Background: an optimization exercise with open tools, aiming at small area. Do not read the settings as production practice. In this exercise RTL edits were held to simulation tests only and were not proved equivalent to the original. Power and IR drop assume default switching activity.

== build 7 ==
==> flow/design.v <==
module fifo_one_clk (rst, clk, write_data, write_req, read_req,
                     fifo_empty, fifo_full, more10, head, top, ovf_write, ovf_read, ovf_alloc);
input         rst, clk;
input  [7:0]  write_data;
input         write_req;    
input         read_req;     
output        fifo_empty, fifo_full;
output        more10;       
output [7:0]  head;         
output [7:0]  top;          
output        ovf_write;    
output        ovf_read;     
output        ovf_alloc;    
reg [79:0]  mem;
reg [3:0]   cnt;
assign fifo_empty = (cnt == 4'd0);
assign fifo_full  = (cnt == 4'd15);
wire write_to_fifo = write_req & !fifo_full;
wire eq10 = (cnt == 4'd10);
assign more10 = (cnt > 4'd10);
always @(posedge clk or negedge rst)
	if (!rst)
		cnt <= 4'd0;
	else if (write_to_fifo & !read_req)
		cnt <= cnt + 4'd1;
	else if (read_req & !write_to_fifo)
		cnt <= cnt - 4'd1;
assign ovf_write = write_to_fifo & (more10 | (eq10 & !read_req));
assign ovf_read  = read_req & more10;
assign ovf_alloc = write_to_fifo & eq10 & !read_req;
always @(posedge clk)
	if (write_to_fifo)
		mem <= {mem[71:0], write_data};
assign top = mem[72 +: 8];
reg [7:0] rd;
integer k;
always @(*) begin
	rd = 8'd0;
	for (k = 0; k < 10; k = k + 1)
		rd = rd | (mem[k*8 +: 8] & {8{cnt == k + 1}});
end
assign head = rd;
endmodule
module switch(rst,clk,write_data_0, write_data_1,dest_0,dest_1,write_req_0, write_req_1,
data_ack_0, data_ack_1, read_data_0, read_data_1,read_data_valid_0, read_data_valid_1,source_add_0, source_add_1,
 configuration_address,configuration_data,configuration_data_valid);
input               rst,clk;
input       [7:0]   write_data_0, write_data_1;
input       [2:0]   dest_0, dest_1;
input               write_req_0, write_req_1;
output reg          data_ack_0, data_ack_1;
output reg  [7:0]   read_data_0, read_data_1;
output reg          read_data_valid_0, read_data_valid_1;
output reg          source_add_0, source_add_1;
input       [3:0]   configuration_address;
input       [7:0]   configuration_data;
input               configuration_data_valid;
reg [7:0] map;
reg       strict_rount, prioritized;
reg       last_read_out_0, last_read_out_1;
wire fifo_dest_0 = map[dest_0];
wire fifo_dest_1 = map[dest_1];
wire [3:0] empty, full, more10, rd, wreq, ovf_write, ovf_read, ovf_alloc;
wire [7:0] head0, head1, head2, head3;
wire [7:0] top0, top1, top2, top3;
assign wreq[0] = write_req_0 & !fifo_dest_0;
assign wreq[1] = write_req_0 &  fifo_dest_0;
assign wreq[2] = write_req_1 & !fifo_dest_1;
assign wreq[3] = write_req_1 &  fifo_dest_1;
always @(posedge clk or negedge rst)
	if (!rst) begin
		map          <= 8'b1111_0000;
		strict_rount <= 1'b1;
		prioritized  <= 1'b0;
	end else if (configuration_data_valid)
		case (configuration_address)
			0 : map <= configuration_data;
			1: {strict_rount, prioritized} <= configuration_data[1:0];
		endcase
always @(posedge clk or negedge rst)
	if (!rst) begin
		data_ack_0 <= 1'b0;
		data_ack_1 <= 1'b0;
	end else begin
		data_ack_0 <= write_req_0 & !(fifo_dest_0 ? full[1] : full[0]);
		data_ack_1 <= write_req_1 & !(fifo_dest_1 ? full[3] : full[2]);
	end
wire next_0 = strict_rount ? prioritized : !last_read_out_0;
wire next_1 = strict_rount ? prioritized : !last_read_out_1;
assign rd[0] = !empty[0] & (empty[2] | !next_0);
assign rd[2] = !empty[2] & (empty[0] |  next_0);
assign rd[1] = !empty[1] & (empty[3] | !next_1);
assign rd[3] = !empty[3] & (empty[1] |  next_1);
always @(posedge clk or negedge rst)
	if (!rst) begin
		read_data_valid_0 <= 1'b0;
		read_data_valid_1 <= 1'b0;
		last_read_out_0   <= 1'b0;
		last_read_out_1   <= 1'b0;
	end else begin
		read_data_valid_0 <= rd[0] | rd[2];
		read_data_valid_1 <= rd[1] | rd[3];
		if (read_data_valid_0) last_read_out_0 <= source_add_0;
		if (read_data_valid_1) last_read_out_1 <= source_add_1;
	end
reg  [39:0] mem_a, mem_b;
reg  [2:0]  cnt_a, cnt_b;
reg  [1:0]  own_a, own_b;
wire        busy_a = (cnt_a != 3'd0);
wire        busy_b = (cnt_b != 3'd0);
wire [3:0] grant_a, grant_b;
assign grant_a[0] = ovf_alloc[0] & !busy_a;
assign grant_a[1] = ovf_alloc[1] & !busy_a & !ovf_alloc[0];
assign grant_a[2] = ovf_alloc[2] & !busy_a & !(|ovf_alloc[1:0]);
assign grant_a[3] = ovf_alloc[3] & !busy_a & !(|ovf_alloc[2:0]);
assign grant_b    = ovf_alloc & ~grant_a;
wire [3:0] is_a = {busy_a & own_a == 2'd3, busy_a & own_a == 2'd2,
                   busy_a & own_a == 2'd1, busy_a & own_a == 2'd0};
wire [3:0] is_b = {busy_b & own_b == 2'd3, busy_b & own_b == 2'd2,
                   busy_b & own_b == 2'd1, busy_b & own_b == 2'd0};
wire [3:0] wr_a_q = ovf_write & (is_a | grant_a);
wire [3:0] wr_b_q = ovf_write & (is_b | grant_b);
wire wr_a = |wr_a_q;
wire wr_b = |wr_b_q;
wire rd_a = |(ovf_read & is_a);
wire rd_b = |(ovf_read & is_b);
reg [7:0] wd_a, wd_b;
always @(*) begin
	case (busy_a ? own_a : {grant_a[3] | grant_a[2], grant_a[3] | grant_a[1]})
		2'd0: wd_a = top0;
		2'd1: wd_a = top1;
		2'd2: wd_a = top2;
		default: wd_a = top3;
	endcase
	case (busy_b ? own_b : {grant_b[3] | grant_b[2], grant_b[3] | grant_b[1]})
		2'd0: wd_b = top0;
		2'd1: wd_b = top1;
		2'd2: wd_b = top2;
		default: wd_b = top3;
	endcase
end
always @(posedge clk or negedge rst)
	if (!rst) begin
		cnt_a <= 3'd0;
		cnt_b <= 3'd0;
	end else begin
		if (wr_a & !rd_a) cnt_a <= cnt_a + 3'd1;
		else if (rd_a & !wr_a) cnt_a <= cnt_a - 3'd1;
		if (wr_b & !rd_b) cnt_b <= cnt_b + 3'd1;
		else if (rd_b & !wr_b) cnt_b <= cnt_b - 3'd1;
	end
always @(posedge clk) begin
	if (|grant_a) own_a <= {grant_a[3] | grant_a[2], grant_a[3] | grant_a[1]};
	if (|grant_b) own_b <= {grant_b[3] | grant_b[2], grant_b[3] | grant_b[1]};
	if (wr_a) mem_a <= {mem_a[31:0], wd_a};
	if (wr_b) mem_b <= {mem_b[31:0], wd_b};
end
reg [7:0] head_a, head_b;
integer k;
always @(*) begin
	head_a = 8'd0;
	head_b = 8'd0;
	for (k = 0; k < 5; k = k + 1) begin
		head_a = head_a | (mem_a[k*8 +: 8] & {8{cnt_a == k + 1}});
		head_b = head_b | (mem_b[k*8 +: 8] & {8{cnt_b == k + 1}});
	end
end
wire [3:0] rd_p  = rd & ~more10;
wire       rd_a0 = rd_a & !own_a[0];
wire       rd_a1 = rd_a &  own_a[0];
wire       rd_b0 = rd_b & !own_b[0];
wire       rd_b1 = rd_b &  own_b[0];
always @(posedge clk) begin
	source_add_0 <= rd[2];
	source_add_1 <= rd[3];
	read_data_0  <= (head0 & {8{rd_p[0]}}) | (head2 & {8{rd_p[2]}}) |
	                (head_a & {8{rd_a0}}) | (head_b & {8{rd_b0}});
	read_data_1  <= (head1 & {8{rd_p[1]}}) | (head3 & {8{rd_p[3]}}) |
	                (head_a & {8{rd_a1}}) | (head_b & {8{rd_b1}});
end
fifo_one_clk FIFO_IN0_OUT0 (.rst(rst), .clk(clk), .write_data(write_data_0),
	.write_req(wreq[0]), .read_req(rd[0]),
	.fifo_empty(empty[0]), .fifo_full(full[0]), .more10(more10[0]), .head(head0), .top(top0),
	.ovf_write(ovf_write[0]), .ovf_read(ovf_read[0]), .ovf_alloc(ovf_alloc[0]));
fifo_one_clk FIFO_IN0_OUT1 (.rst(rst), .clk(clk), .write_data(write_data_0),
	.write_req(wreq[1]), .read_req(rd[1]),
	.fifo_empty(empty[1]), .fifo_full(full[1]), .more10(more10[1]), .head(head1), .top(top1),
	.ovf_write(ovf_write[1]), .ovf_read(ovf_read[1]), .ovf_alloc(ovf_alloc[1]));
fifo_one_clk FIFO_IN1_OUT0 (.rst(rst), .clk(clk), .write_data(write_data_1),
	.write_req(wreq[2]), .read_req(rd[2]),
	.fifo_empty(empty[2]), .fifo_full(full[2]), .more10(more10[2]), .head(head2), .top(top2),
	.ovf_write(ovf_write[2]), .ovf_read(ovf_read[2]), .ovf_alloc(ovf_alloc[2]));
fifo_one_clk FIFO_IN1_OUT1 (.rst(rst), .clk(clk), .write_data(write_data_1),
	.write_req(wreq[3]), .read_req(rd[3]),
	.fifo_empty(empty[3]), .fifo_full(full[3]), .more10(more10[3]), .head(head3), .top(top3),
	.ovf_write(ovf_write[3]), .ovf_read(ovf_read[3]), .ovf_alloc(ovf_alloc[3]));
endmodule
export LEC_CHECK = 0
export CAP_MARGIN = 20
export CORE_MARGIN = 2
export CORE_UTILIZATION = 40
export SLEW_MARGIN = 20
create_clock -name core_clock -period 5.0 [get_ports {clk}]
standard.sh (not shown) runs the stock make flow with config.mk's settings and CLKGATE_MAP_FILE= SYNTH_SCRIPT=/design/flow/synth_recipe.tcl, a recipe that flattens the netlist after the stock synthesis.
==> flow/flow/run.sh <==
#!/bin/bash
# Standard ORFS layout with area-oriented tweaks:
#  - clock tree without dummy loads, from small clock buffers
#  - port buffers of the smallest buffer cell
#  - power (and so area) recovery after global routing
export CTS_ARGS="-sink_clustering_enable -repair_clock_nets -dont_use_dummy_load -buf_list sky130_fd_sc_hd__clkbuf_8 -sink_clustering_size 20 -sink_clustering_max_diameter 60"
export BUFFER_PORTS_ARGS="-buffer_cell sky130_fd_sc_hd__buf_1"
#export RECOVER_POWER=100
bash standard.sh > standard.log 2>&1
Build 7: flow completed, timing, DRC and antenna clean
Edits applied to the flow inputs when going from build 7 to build 48:
==> flow/flow/run.sh <==
#!/bin/bash
# ORFS layout as the standard.sh does it, with these changes:
#  - synthesis maps the logic with an area-oriented ABC script
#  - clock tree without dummy loads, from larger sink clusters
#  - port buffers of the smallest buffer cell
# Each tool's output is in standard.log and in the ORFS logs under orfs/logs.
set -e
export AREA_ABC_SCRIPT=$PWD/flow/area.abc
export FLOW_SYNTH_TCL=$PWD/synth_recipe.tcl
export CTS_ARGS="-sink_clustering_enable -repair_clock_nets -dont_use_dummy_load -buf_list sky130_fd_sc_hd__clkbuf_8 -sink_clustering_size 16 -sink_clustering_max_diameter 50"
export BUFFER_PORTS_ARGS="-buffer_cell sky130_fd_sc_hd__buf_1"
sed "s#SYNTH_SCRIPT=[^ ]*#SYNTH_SCRIPT=$PWD/flow/synth_abc.tcl#" standard.sh > standard_area.sh
bash standard_area.sh > standard.log 2>&1
==> flow/flow/area.abc (new file) <==
&get -n
&st
&dch
&nf -R 1000 -p
&st
&syn2
&dch
&nf -R 1000 -p
&st
&dch
&nf -R 1000 -p
&put
buffer -c
topo
stime -c
upsize -c
dnsize -c
==> flow/flow/synth_abc.tcl (new file) <==
# The standard synthesis script, with Yosys's abc pass given an
# area-oriented ABC script (flow/area.abc) in place of ORFS's speed script.
# Only the combinational mapping changes; the registers are the same.
proc abc {args} {
  set i [lsearch $args -script]
  if {$i >= 0} { lset args [expr {$i+1}] $::env(AREA_ABC_SCRIPT) }
  puts "abc: $args"
  yosys abc {*}$args
}
source $::env(FLOW_SYNTH_TCL)
Findings:
Build 48: no failed stages, no open violations at the end. Summary of build 48 over build 7: fraction of layout cells with a size suffix above 1 fell 2.9 points, power fell about 2.7%, final non-filler cell total fell 91, clock share of power rose 2.0 points. Compared with build 7, floorplan die width in build 48 decreased slightly.
Setup changes, build 48 to build 78
==> flow/flow/area.abc <==
&get -n
&st
&dch
&nf -R 1000 -p
&put
topo
### Flow results
- Compared with build 48, build 78 shows global-route usage lower by 1.5 points.
- Arrival time of the worst setup path delta for build 78 relative to build 48: 0.14 ns lower
- Register area share after synthesis up 1.7 points in build 78 wrt build 48
- Build 78 ended up with met5 as its uppermost layer routed; build 48 ended up with met4.
### build 78 -> build 58
==> flow/flow/run.sh <==
#!/bin/bash
# Standard ORFS layout with area-oriented tweaks:
#  - clock tree without dummy loads, from small clock buffers
#  - port buffers of the smallest buffer cell
#  - power (and so area) recovery after global routing
export CTS_ARGS="-sink_clustering_enable -repair_clock_nets -dont_use_dummy_load -sink_clustering_size 30 -sink_clustering_max_diameter 80"
export BUFFER_PORTS_ARGS="-buffer_cell sky130_fd_sc_hd__buf_1"
#export RECOVER_POWER=100
bash standard.sh > standard.log 2>&1
removed: flow/flow/area.abc
removed: flow/flow/synth_abc.tcl
## What came out
Build 58 went all the way through the flow, and no timing, DRC or antenna check failed.
Looking at via count, build 58 sits above build 78.
Of build 58 and build 78, it is build 58 that has the lower count of buffering cells on the critical path with inverters included.
Slew at the pin with the worst max-slew slack sits higher in build 58 than in build 78.
Measured against each other, build 58 and build 78 differ in proportion of cell area occupied by multi-input gates, the higher figure coming from build 58.
[compare] base=build 78 new=build 58: number of instances in the synthesized netlist picked up an extra 99; design area went up 5.1%; power in sequential cells went down by about 2%; net switching share of the total power grew by 1.4 points.
Top routing layer in use: met5 -> build 78, met4 -> build 58

-- port drivers added, routing unchanged --
The results above use ideal ports. As a check the final layouts listed here were re-extracted and re-timed, cells and wires unchanged. Step 1 (the two cells are an assumption about what drives the block):
set clk [get_ports {clk}]
set_driving_cell -lib_cell sky130_fd_sc_hd__clkbuf_16 $clk
set_driving_cell -lib_cell sky130_fd_sc_hd__buf_2 [delete_from_list [all_inputs] $clk]
Step 2 moves the port delays by t, midway between the first and last clock arrival at a register: inputs arrive t later, outputs are due t later. That takes back most of the time a late clock gives input paths. Slacks: no drivers / after step 1 / after step 2; pairs: no drivers / after step 1.
run | t (ns) | slack for setup (ns) | worst setup path at the end | clock arrival spread, ns
build 7 | 0.660 | 0.955 / 0.955 / 0.884 | input to register | 0.094 / 0.094
build 48 | 0.662 | 1.009 / 1.009 / 0.446 | input to register | 0.068 / 0.067
build 78 | 0.665 | 0.897 / 0.921 / 0.256 | input to register | 0.071 / 0.071
build 58 | 0.623 | 0.983 / 0.983 / 0.899 | input to register | 0.068 / 0.068
After both steps every run listed still meets setup and hold. The setup slack of build 78, which loses most, moves by +0.024 ns with the drivers and by -0.641 ns with both steps.
